Context: an optimization exercise on an open-source flow, tuned for small area and a short achievable clock period. The choices shown serve that exercise and are no tape-out recipe.
Function not checked in this run: the RTL went through the layout flow alone.
Power figures rest on the tool's default switching activity, not on a simulated workload.

===== design/flow/constraint.sdc =====
create_clock -name core_clock -period 80.0 [get_ports {clk}]
set_input_delay 16.0000 -clock core_clock [delete_from_list [all_inputs] [get_ports {clk}]]
set_output_delay 16.0000 -clock core_clock [all_outputs]
set_load 0.01 [all_outputs]

===== design/flow/design.v =====
`timescale 1ns / 1ps
module final_main #(
    parameter integer CLK_FREQUENCY_HZ = 20000
) (
    input             clk,
    input             reset,
    input       [5:0] pBtns,
    output reg  [9:0] bike_col_position,
    output reg  [9:0] left_car_row, left_car_column,
    output reg  [9:0] right_car_row, right_car_column,
    output reg  [9:0] middle_car_row, middle_car_column,
    output reg  [2:0] left_car_icon_num, right_car_icon_num, middle_car_icon_num,
    output reg  [2:0] background_num,
    output reg  [7:0] speed,
    output reg  [3:0] dist_ones, dist_tens, dist_hunds, dist_thous,
    output reg  [1:0] dist_tenthous
);
    reg [6:0] c;           
    reg [2:0] h8;          
    reg [2:0] d5, e5;      
    reg       tick50hz;
    reg       bg_step;
    wire w100 = (c == 7'd99);
    wire d4   = (d5 == 3'd4);
    wire ev50 = w100 & (h8[1:0] == 2'd3);
    wire ev40 = w100 & d4;
    wire ev20 = w100 & d4 & h8[0];
    wire ev10 = w100 & d4 & (h8[1:0] == 2'd3);
    wire ev5  = w100 & d4 & (h8 == 3'd7);
    wire ev1  = ev5 & (e5 == 3'd4);
    always @(posedge clk) begin
        if (reset) begin
            c  <= 7'd0;
            h8 <= 3'd0;
            d5 <= 3'd0;
            e5 <= 3'd0;
        end else if (w100) begin
            c  <= 7'd0;
            h8 <= h8 + 3'd1;
            d5 <= d4 ? 3'd0 : d5 + 3'd1;
            if (d4) e5 <= (e5 == 3'd4) ? 3'd0 : e5 + 3'd1;
        end else begin
            c <= c + 7'd1;
        end
    end
    always @(posedge clk) begin
        if (reset) begin
            tick50hz <= 1'b0;
            bg_step  <= 1'b0;
        end else begin
            tick50hz <= ev50;
            bg_step  <= (speed != 8'd0) &
                        ((speed < 8'd64)  ? ev5  :
                         (speed < 8'd128) ? ev10 :
                         (speed < 8'd192) ? ev20 : ev40);
        end
    end
    reg [1:0] sec_cnt;
    reg [1:0] count_init;
    reg [3:0] obstacle_flag;
    reg       left_obstacle_flag, right_obstacle_flag, middle_obstacle_flag;
    always @(posedge clk) begin
        if (reset) begin
            sec_cnt              <= 2'd0;
            count_init           <= 2'd2;
            obstacle_flag        <= 4'd2;
            left_obstacle_flag   <= 1'b0;
            right_obstacle_flag  <= 1'b0;
            middle_obstacle_flag <= 1'b0;
        end else if (ev1) begin
            sec_cnt              <= sec_cnt + 2'd1;
            left_obstacle_flag   <= 1'b0;
            right_obstacle_flag  <= 1'b0;
            middle_obstacle_flag <= 1'b0;
            if (sec_cnt == 2'd3) begin
                if (count_init == 2'd0) begin
                    obstacle_flag <= obstacle_flag + 4'd7;
                    if (obstacle_flag[3:1] != 3'b111) begin
                        left_obstacle_flag   <= obstacle_flag[3];
                        right_obstacle_flag  <= obstacle_flag[2];
                        middle_obstacle_flag <= obstacle_flag[1];
                    end
                end else begin
                    count_init <= count_init - 2'd1;
                end
            end
        end
    end
    reg [7:0] acceleration;
    reg       acceleration_flag, deceleration_flag;
    always @(posedge clk) begin
        if (reset) begin
            acceleration      <= 8'd0;
            acceleration_flag <= 1'b0;
            deceleration_flag <= 1'b0;
        end else if (tick50hz) begin
            if (pBtns[1] | pBtns[3]) begin
                if (acceleration[7:6] != 2'b11)
                    acceleration <= acceleration + 8'd1;
                acceleration_flag <= ~pBtns[1];
                deceleration_flag <= pBtns[1];
            end else begin
                acceleration      <= 8'd0;
                acceleration_flag <= 1'b0;
                deceleration_flag <= 1'b1;
            end
        end
    end
    always @(posedge clk) begin
        if (reset) begin
            speed <= 8'd0;
        end else if (tick50hz) begin
            if (deceleration_flag) begin
                if (speed > 8'd8)
                    speed <= speed - ((acceleration[7:6] != 2'b00) ? 8'd2 : 8'd1);
                else
                    speed <= 8'd0;
            end else if (acceleration_flag) begin
                if (speed < 8'd248)
                    speed <= speed + (acceleration[7:6] == 2'b11 ? 8'd8 :
                                      acceleration[7:6] == 2'b10 ? 8'd4 :
                                      acceleration[7:6] == 2'b01 ? 8'd2 : 8'd1);
                else
                    speed <= 8'd255;
            end
        end
    end
    wire [4:0] dist_add = (speed[7:6] == 2'b00) ? 5'd1 :
                          (speed[7:6] == 2'b01) ? 5'd2 :
                          (speed[7:6] == 2'b10) ? 5'd4 : 5'd8;
    wire [4:0] ones_sum = dist_add + dist_ones;
    wire       c0 = (ones_sum >= 5'd10);
    wire       c1 = c0 & (dist_tens == 4'd9);
    wire       c2 = c1 & (dist_hunds == 4'd9);
    wire       c3 = c2 & (dist_thous == 4'd9);
    wire       dist_sat = dist_tenthous[1] &
                          (dist_tenthous[0] | (dist_thous == 4'd9) & (dist_hunds == 4'd9) &
                           (dist_tens == 4'd9) & (dist_ones >= 4'd2));
    always @(posedge clk) begin
        if (reset) begin
            dist_ones     <= 4'd0;
            dist_tens     <= 4'd0;
            dist_hunds    <= 4'd0;
            dist_thous    <= 4'd0;
            dist_tenthous <= 2'd0;
        end else if (tick50hz) begin
            if (dist_sat) begin
                dist_ones     <= 4'd0;
                dist_tens     <= 4'd0;
                dist_hunds    <= 4'd0;
                dist_thous    <= 4'd0;
                dist_tenthous <= 2'd3;
            end else begin
                dist_ones <= c0 ? ones_sum - 5'd10 : ones_sum[3:0];
                if (c0) dist_tens  <= c1 ? 4'd0 : dist_tens + 4'd1;
                if (c1) dist_hunds <= c2 ? 4'd0 : dist_hunds + 4'd1;
                if (c2) dist_thous <= c3 ? 4'd0 : dist_thous + 4'd1;
                if (c3) dist_tenthous <= dist_tenthous + 2'd1;
            end
        end
    end
    always @(posedge clk) begin
        if (reset)
            background_num <= 3'd0;
        else if (bg_step)
            background_num <= background_num + 3'd1;
    end
    always @(posedge clk) begin
        if (reset) begin
            bike_col_position <= 10'd454;
        end else if (tick50hz) begin
            if (pBtns[2]) begin
                if (bike_col_position < 10'd900)
                    bike_col_position <= bike_col_position + 10'd8;
                else
                    bike_col_position <= 10'd908;
            end else if (pBtns[4]) begin
                if (bike_col_position > 10'd8)
                    bike_col_position <= bike_col_position - 10'd8;
                else
                    bike_col_position <= 10'd0;
            end
        end
    end
    always @(posedge clk) begin
        if (reset) begin
            left_car_row      <= 10'd767;
            left_car_column   <= 10'd1023;
            left_car_icon_num <= 3'd0;
        end else if (tick50hz) begin
            if (left_obstacle_flag) begin
                left_car_row      <= 10'd400;
                left_car_column   <= 10'd500;
                left_car_icon_num <= 3'd0;
            end else if (left_car_column < 10'd5 || left_car_row >= 10'd512) begin
                left_car_icon_num <= 3'd0;
            end else begin
                left_car_row <= left_car_row + 10'd1;
                if (left_car_row < 10'd400) begin
                    left_car_column   <= left_car_column - 10'd2;
                    left_car_icon_num <= 3'd1;
                end else if (left_car_row < 10'd415) begin
                    left_car_column   <= left_car_column - 10'd3;
                    left_car_icon_num <= 3'd2;
                end else if (left_car_row == 10'd415) begin
                    left_car_column   <= 10'd440;
                    left_car_icon_num <= 3'd3;
                end else if (left_car_row < 10'd430) begin
                    left_car_column   <= left_car_column - 10'd4;
                    left_car_icon_num <= 3'd3;
                end else if (left_car_row == 10'd430) begin
                    left_car_column   <= 10'd380;
                    left_car_icon_num <= 3'd4;
                end else if (left_car_row < 10'd470) begin
                    left_car_column   <= left_car_column - 10'd5;
                    left_car_icon_num <= 3'd4;
                end else begin
                    left_car_column   <= left_car_column - 10'd6;
                    left_car_icon_num <= 3'd5;
                end
            end
        end
    end
    always @(posedge clk) begin
        if (reset) begin
            right_car_row      <= 10'd767;
            right_car_column   <= 10'd1023;
            right_car_icon_num <= 3'd0;
        end else if (tick50hz) begin
            if (right_obstacle_flag) begin
                right_car_row      <= 10'd400;
                right_car_column   <= 10'd524;
                right_car_icon_num <= 3'd0;
            end else if (right_car_column > 10'd1018 || right_car_row >= 10'd512) begin
                right_car_icon_num <= 3'd0;
            end else begin
                right_car_row <= right_car_row + 10'd1;
                if (right_car_row < 10'd400) begin
                    right_car_column   <= right_car_column + 10'd2;
                    right_car_icon_num <= 3'd1;
                end else if (right_car_row < 10'd415) begin
                    right_car_column   <= right_car_column + 10'd3;
                    right_car_icon_num <= 3'd2;
                end else if (right_car_row < 10'd430) begin
                    right_car_column   <= right_car_column + 10'd4;
                    right_car_icon_num <= 3'd3;
                end else if (right_car_row < 10'd470) begin
                    right_car_column   <= right_car_column + 10'd5;
                    right_car_icon_num <= 3'd4;
                end else begin
                    right_car_column   <= right_car_column + 10'd6;
                    right_car_icon_num <= 3'd5;
                end
            end
        end
    end
    always @(posedge clk) begin
        if (reset) begin
            middle_car_row      <= 10'd400;
            middle_car_column   <= 10'd495;
            middle_car_icon_num <= 3'd0;
        end else if (tick50hz) begin
            if (middle_obstacle_flag) begin
                middle_car_row      <= 10'd400;
                middle_car_column   <= 10'd495;
                middle_car_icon_num <= 3'd0;
            end else if (middle_car_row >= 10'd512) begin
                middle_car_icon_num <= 3'd0;
            end else begin
                middle_car_row <= middle_car_row + 10'd1;
                if (middle_car_row < 10'd400) begin
                    middle_car_column   <= 10'd495;
                    middle_car_icon_num <= 3'd1;
                end else if (middle_car_row < 10'd415) begin
                    middle_car_column   <= 10'd495;
                    middle_car_icon_num <= 3'd2;
                end else if (middle_car_row < 10'd430) begin
                    middle_car_column   <= 10'd479;
                    middle_car_icon_num <= 3'd3;
                end else if (middle_car_row < 10'd470) begin
                    middle_car_column   <= 10'd383;
                    middle_car_icon_num <= 3'd4;
                end else begin
                    middle_car_column   <= 10'd383;
                    middle_car_icon_num <= 3'd5;
                end
            end
        end else begin
            middle_car_icon_num <= 3'd0;
        end
    end
endmodule
`timescale 1ns / 1ps
module bcd_module (
    input      [7:0] speed,
    output     [3:0] speed_hunds,
    output     [3:0] speed_tens,
    output     [3:0] speed_ones
);
    assign speed_ones  = speed % 8'd10;
    assign speed_tens  = (speed / 8'd10) % 8'd10;
    assign speed_hunds = speed / 8'd100;
endmodule
module pwm_audio #(
    parameter integer CLK_FREQUENCY_HZ = 20000
) (
    input            clk,
    input            reset,
    input      [7:0] speed,
    input      [7:0] duty_cycle,
    output reg       pwm_audio_out
);
    wire [5:0] top_cnt =
        (speed < 8'd1) ? 6'd49 :
        (speed < 8'd2) ? 6'd45 :
        (speed < 8'd3) ? 6'd42 :
        (speed < 8'd4) ? 6'd39 :
        (speed < 8'd5) ? 6'd37 :
        (speed < 8'd6) ? 6'd35 :
        (speed < 8'd7) ? 6'd33 :
        (speed < 8'd8) ? 6'd31 :
        (speed < 8'd9) ? 6'd30 :
        (speed < 8'd10) ? 6'd28 :
        (speed < 8'd11) ? 6'd27 :
        (speed < 8'd12) ? 6'd26 :
        (speed < 8'd13) ? 6'd25 :
        (speed < 8'd14) ? 6'd24 :
        (speed < 8'd15) ? 6'd23 :
        (speed < 8'd16) ? 6'd22 :
        (speed < 8'd17) ? 6'd21 :
        (speed < 8'd19) ? 6'd20 :
        (speed < 8'd21) ? 6'd19 :
        (speed < 8'd22) ? 6'd18 :
        (speed < 8'd24) ? 6'd17 :
        (speed < 8'd26) ? 6'd16 :
        (speed < 8'd29) ? 6'd15 :
        (speed < 8'd32) ? 6'd14 :
        (speed < 8'd35) ? 6'd13 :
        (speed < 8'd38) ? 6'd12 :
        (speed < 8'd43) ? 6'd11 :
        (speed < 8'd48) ? 6'd10 :
        (speed < 8'd54) ? 6'd9 :
        (speed < 8'd61) ? 6'd8 :
        (speed < 8'd71) ? 6'd7 :
        (speed < 8'd82) ? 6'd6 :
        (speed < 8'd98) ? 6'd5 :
        (speed < 8'd121) ? 6'd4 :
        (speed < 8'd154) ? 6'd3 :
        (speed < 8'd209) ? 6'd2 :
        6'd1;
    reg [5:0] clk_cnt;
    reg       tickhz;
    reg [7:0] counter;
    always @(posedge clk) begin
        if (reset) begin
            clk_cnt <= 6'd0;
            tickhz  <= 1'b0;
        end else if (clk_cnt >= top_cnt) begin
            clk_cnt <= 6'd0;
            tickhz  <= 1'b1;
        end else begin
            clk_cnt <= clk_cnt + 6'd1;
            tickhz  <= 1'b0;
        end
    end
    always @(posedge clk) begin
        if (reset) begin
            pwm_audio_out <= 1'b0;
            counter       <= 8'd0;
        end else if (tickhz) begin
            counter       <= counter + 8'd1;
            pwm_audio_out <= (duty_cycle != 8'd0) && (counter <= duty_cycle);
        end
    end
endmodule
`timescale 1ns / 1ps
module roadrash_top (
    input         clk,
    input         reset,
    input  [5:0]  pBtns,
    input  [7:0]  duty_cycle,
    output [9:0]  bike_col_position,
    output [9:0]  left_car_row, left_car_column,
    output [9:0]  right_car_row, right_car_column,
    output [9:0]  middle_car_row, middle_car_column,
    output [2:0]  left_car_icon_num, right_car_icon_num, middle_car_icon_num,
    output [2:0]  background_num,
    output [3:0]  speed_hunds, speed_tens, speed_ones,
    output [3:0]  score_ones, score_tens, score_hunds,
    output [3:0]  score_thous, score_tenthous, score_hundthous,
    output        pwm_audio_out
    );
    localparam integer CLK_FREQUENCY_HZ = 20000;
    wire [7:0] speed;
    wire [1:0] dist_tenthous;
    final_main #(.CLK_FREQUENCY_HZ(CLK_FREQUENCY_HZ)) CONTROLLER (
        .clk(clk), .reset(reset), .pBtns(pBtns),
        .bike_col_position(bike_col_position),
        .left_car_row(left_car_row), .left_car_column(left_car_column),
        .right_car_row(right_car_row), .right_car_column(right_car_column),
        .middle_car_row(middle_car_row), .middle_car_column(middle_car_column),
        .left_car_icon_num(left_car_icon_num), .right_car_icon_num(right_car_icon_num),
        .middle_car_icon_num(middle_car_icon_num), .background_num(background_num),
        .speed(speed),
        .dist_ones(score_ones), .dist_tens(score_tens), .dist_hunds(score_hunds),
        .dist_thous(score_thous), .dist_tenthous(dist_tenthous)
    );
    assign score_tenthous  = {2'b00, dist_tenthous};
    assign score_hundthous = 4'd0;
    bcd_module BCD (
        .speed(speed),
        .speed_hunds(speed_hunds), .speed_tens(speed_tens), .speed_ones(speed_ones)
    );
    pwm_audio #(.CLK_FREQUENCY_HZ(CLK_FREQUENCY_HZ)) AUDIO (
        .clk(clk), .reset(reset), .speed(speed), .duty_cycle(duty_cycle),
        .pwm_audio_out(pwm_audio_out)
    );
endmodule

===== design/flow/run.sh =====
#!/bin/bash
# synth_recipe.tcl (not shown) runs the flow's synth.tcl, then flattens the netlist and writes it again
# the make line also repeats each setting of config.mk as NAME=value (left out here)
make -C /OpenROAD-flow-scripts/flow DESIGN_CONFIG=/design/flow/config.mk WORK_HOME=/design/flow/orfs CLKGATE_MAP_FILE= SYNTH_SCRIPT=/design/flow/synth_recipe.tcl finish

===== design/flow/config.mk =====
export PLATFORM = sky130hd
export DESIGN_NAME = roadrash_top
export DESIGN_NICKNAME = roadrash_top
export VERILOG_FILES = /design/flow/design.v
export SDC_FILE = /design/flow/constraint.sdc
export NUM_CORES = 4
export LEC_CHECK = 0
export CAP_MARGIN = 20
export CORE_MARGIN = 2
export CORE_UTILIZATION = 40
export SLEW_MARGIN = 20

==> qor.yml <==
antenna_found_initial: 0
fin_crit_sh_pct: 25.61
placed_cells: 1823
drt_wl_total_microns: 29430
areaGrowthSynthToFinish_pct: 16.85
power.leakage_nw: 5.121
min_path_type: "flop to flop"
nets: 1590
clock_latency_ns: 0.43
syn_area_sq_um: 10950
slew_viol_final: 0
track_usage_pct: 20.59
dp_slack_ns: 60.02
dieArea_sq_um: 28720
drcViolationCount: 0
portBuffers: 116
clock_skew_ns: 0.01811
syn-mean-instance-area_sq_um: 7.626
grt_pass1_vias: 9735
setup_viol_count_final: 0
via_per_inst: 5.601
cp-startpoint: "CONTROLLER.speed[3]"
reg2reg_depth: 16
hold_buffers: 0
netlist_instances: 1436
cts_tree: "built"
cts_setup_buffers: 0
antennaDiodeCount: 0
pwr-share-seq_pct: 46.0
grt_pass1_wl_microns: 49120
synth_compound_area_share_pct: 24.50
yosysUniqueCellTypes: 98
ir_drop_mv: 0.01277
outcome: "timing/DRC/antenna clean"
crit_path_max_fanout: 28
rows: 60
yosys_register_bits: 155
die_w_microns: 169.5
power_density_nw_per_um2: 13.22
cts_sinks: 155
cts_resized: 0
ios: 135
ys.warnings.count: 2
yosysSeqAreaShare_pct: 28.34
post_layout_nonfiller_instances: 1854
synth_ff_type: "dfxtp_1"
busiest_layer: "met2"
synth_fa_ha_area_share_pct: 8.547
initial_core_util_pct: 40.63
p_sw_mw: 0.03778
pwr-share-clk_pct: 51.3
synthXorXnorAreaFrac_pct: 6.638
tightest_slew_ns: 1.043
drv_cap: 0
cp.required_ns: 64.00
numCtsBuffers: 17
r2r-start: "CONTROLLER.speed[3]"
drt-initial-drc-count: 754
htree_levels: 4
start_kind: "flop"
final_cell_mix: "dfxtp_1 (155), nor2_1 (155), nand2_1 (154)"
setup_tns_ns: 0
cts_root_buffer: "clkbuf_16"
place_congestion: 0.9141
rr_endpoint: "AUDIO.clk_cnt[4]"
critPathKind: "flop to output pin"
grtUsageMet2_pct: 32.78
overflow: 0
crit_arrival_ns: 4.48
multiInputGateArea_sq_um: 7156
place_hpwl_microns: 20630
rsz0062_at_grt: "false"
synth_mux_area_share_pct: 1.680
wire_per_inst_microns: 15.87
use_met3_pct: 3.172
async_flop_share_pct: 0
finalHoldViolCount: 0
p_comb_share_pct: 2.8
setup_slack_ns: 59.52
p_int_mw: 0.1314
grt_util_met1_pct: 28.36
grt_start_max_net_pins: 76
r2r_slack_ns: 76.02
synth_edf_count: 0
clk_path_buf_depth: 2
max_freq_ghz: 0.04882
regArea_sq_um: 3103
synth-simple-area-share_pct: 23.43
final_layout_size_suffix_gt1_share_pct: 5.354
end_kind: "output pin"
relSlewSlack_pct: 30.15
core_sq_um: 26950
critical_path.endpoint: "speed_tens[2]"
dr.pass1.iters: 5
clk_pin_slew_ns: 0.06
synth_top_family_by_area: "compound AO/OA/AOI/OAI gates"
postRouteAntennaNets: 0
fin_crit_ns: 20.48
p_sw_share_pct: 22.33
die_h_microns: 169.5
vias: 10380
nFillCells: 2643
[how the worst min path moves through the flow]
stage | start | slack (ns) | depth (start not counted) | end
detailed placement | CONTROLLER.c[0] | 0.44 | 1 | CONTROLLER.c[0]
floorplan | CONTROLLER.c[0] | 0.41 | 1 | CONTROLLER.c[0]
CTS | CONTROLLER.c[0] | 0.45 | 1 | CONTROLLER.c[0]
finish | CONTROLLER.c[0] | 0.44 | 1 | CONTROLLER.c[0]
global route | CONTROLLER.c[0] | 0.48 | 1 | CONTROLLER.c[0]
global placement | CONTROLLER.c[0] | 0.43 | 1 | CONTROLLER.c[0]
[power by group through the flow]
stage | clock network [mW] | logic (mW) | registers [mW]
finish | 0.0867 | 0.00467 | 0.0778
global route | 0.0918 | 0.00525 | 0.0778
CTS | 0.0886 | 0.00474 | 0.0778
detailed placement | 0 | 0.00470 | 0.0795
global placement | 0 | 0.00470 | 0.0795
floorplan | 0 | 0.00357 | 0.0795
[state kept, by name, indices dropped and copies added (netlist names), 4 cells and up]
signal                        cells
AUDIO.counter                     8
CONTROLLER.acceleration           8
AUDIO.clk_cnt                     6
CONTROLLER.bike_col_position      9
CONTROLLER.dist_ones              4
CONTROLLER.dist_thous             4
CONTROLLER.right_car_column      10
CONTROLLER.dist_hunds             4
CONTROLLER.middle_car_row        10
CONTROLLER.right_car_row         10
CONTROLLER.speed                  8
CONTROLLER.obstacle_flag          4
CONTROLLER.dist_tens              4
CONTROLLER.left_car_column       10
CONTROLLER.left_car_row          10
CONTROLLER.c                      7
[routing by layer]
| layer | vias to the layer above | share of wire (%) |
|---|---|---|
| met1 | 4867 | 49 |
| li1 | 5212 | - |
| met3 | 36 | 4.5 |
| met2 | 269 | 45 |
| met4 | 0 | 1.7 |
| met5 | - | 0 |
[cell usage after synthesis (5+ instances only)]
cell type  number  area share, %
xnor2_1        50            4.0
o221ai_1        6           0.48
a21oi_1       109            5.0
nand4_1        21            1.2
xor2_1         33            2.6
o211ai_1       13           0.89
buf_6           6           0.62
clkbuf_1       55            1.9
or2_2           5           0.29
a221o_1         5           0.46
buf_4          22            1.5
nor3_1         35            1.6
a22oi_1        17            1.2
and3_1         20            1.1
nand3_1        55            2.5
and2_1          8           0.46
buf_2           7           0.32
a31oi_1        18            1.0
mux2i_1        15            1.4
nor2b_1        14           0.80
nand2_1       154            5.3
or3_1          13           0.74
a21o_1         23            1.6
and4_1          5           0.40
nor2_1        155            5.3
nand3b_1        8           0.55
inv_1          63            2.2
dfxtp_1       155             28
o21ai_1        12           0.55
o31ai_1         9           0.62
o22a_1          7           0.56
nand2b_1       15           0.86
o21bai_1        5           0.34
a211oi_1        9           0.62
o22ai_1         9           0.51
o32ai_1         6           0.48
ha_1           70            8.0
o21ai_0        85            3.9
o21a_1         14           0.96
[worst max-delay path: stages (launching register included)]
cell             delay (ns)
dfxtp_1                1.00
clkinv_1               0.53
o221ai_1               0.32
a21boi_1               0.42
o31ai_2                0.16
o21a_1                 0.25
xnor2_1                0.14
ha_1                   0.29
or2_2                  0.30
o311ai_1               0.07
clkdlybuf4s50_1        0.58
[cell type report]
class | count | share of cell area [%]
multi-input cells | 1133 | 55.92
flip-flops and latches | 155 | 24.25
repair buffers | 126 | 9.641
well taps | 341 | 3.334
clock buffers | 17 | 3.325
inverters | 68 | 1.995
clock inverters | 14 | 1.535
[stage by stage]
step	util [%]	cell area, sq um	hold WS (ns)	power (mW)
after floorplan	-	11000	0.4132	0.08304
after detailed placement	45.17	12170	0.4371	0.08424
after global routing	47.48	12800	0.4771	0.1749
after CTS	47.48	12800	0.4460	0.1711
final	47.48	12800	0.4411	0.1692
after global placement	45.17	12170	0.4251	0.08424
[kinds of logic (layout without fill, tap and decap cells)]
logic type	count (synthesis)	count (layout)
other	2	16
multiplexers	17	17
buffers and inverters	162	225
flip-flops	155	155
adder cells (fa/ha/maj)	73	73
AND/OR/NAND/NOR	537	537
XOR/XNOR	83	83
AO/OA/AOI/OAI	407	407

==> separate check: timing with driven ports <==
Ports are ideal in the flow. The routed layout listed here was re-timed in OpenROAD. Step 1, drivers: a clkbuf_16 drives clk and a buf_2 each remaining input, both assumed. Step 2 times the ports against the registers' clock, not the clock port: input delays grow and output delays shrink by t, the midpoint of the rising clock arrivals with the driver on. Slacks: ideal ports / drivers / drivers and shift; pairs: ideal ports / drivers.
t (ns): 0.471
setup WS [ns]: 59.516 / 59.469 / 59.940
worst hold slack (ns): 0.441 / 0.441 / 0.441
clock arrival spread, ns: 0.019 / 0.018
pins driven straight from the clock port: 1
After both steps setup and hold are still met in this run. For this run, drivers alone change the setup slack by -0.047 ns; drivers and shift together by +0.424 ns.
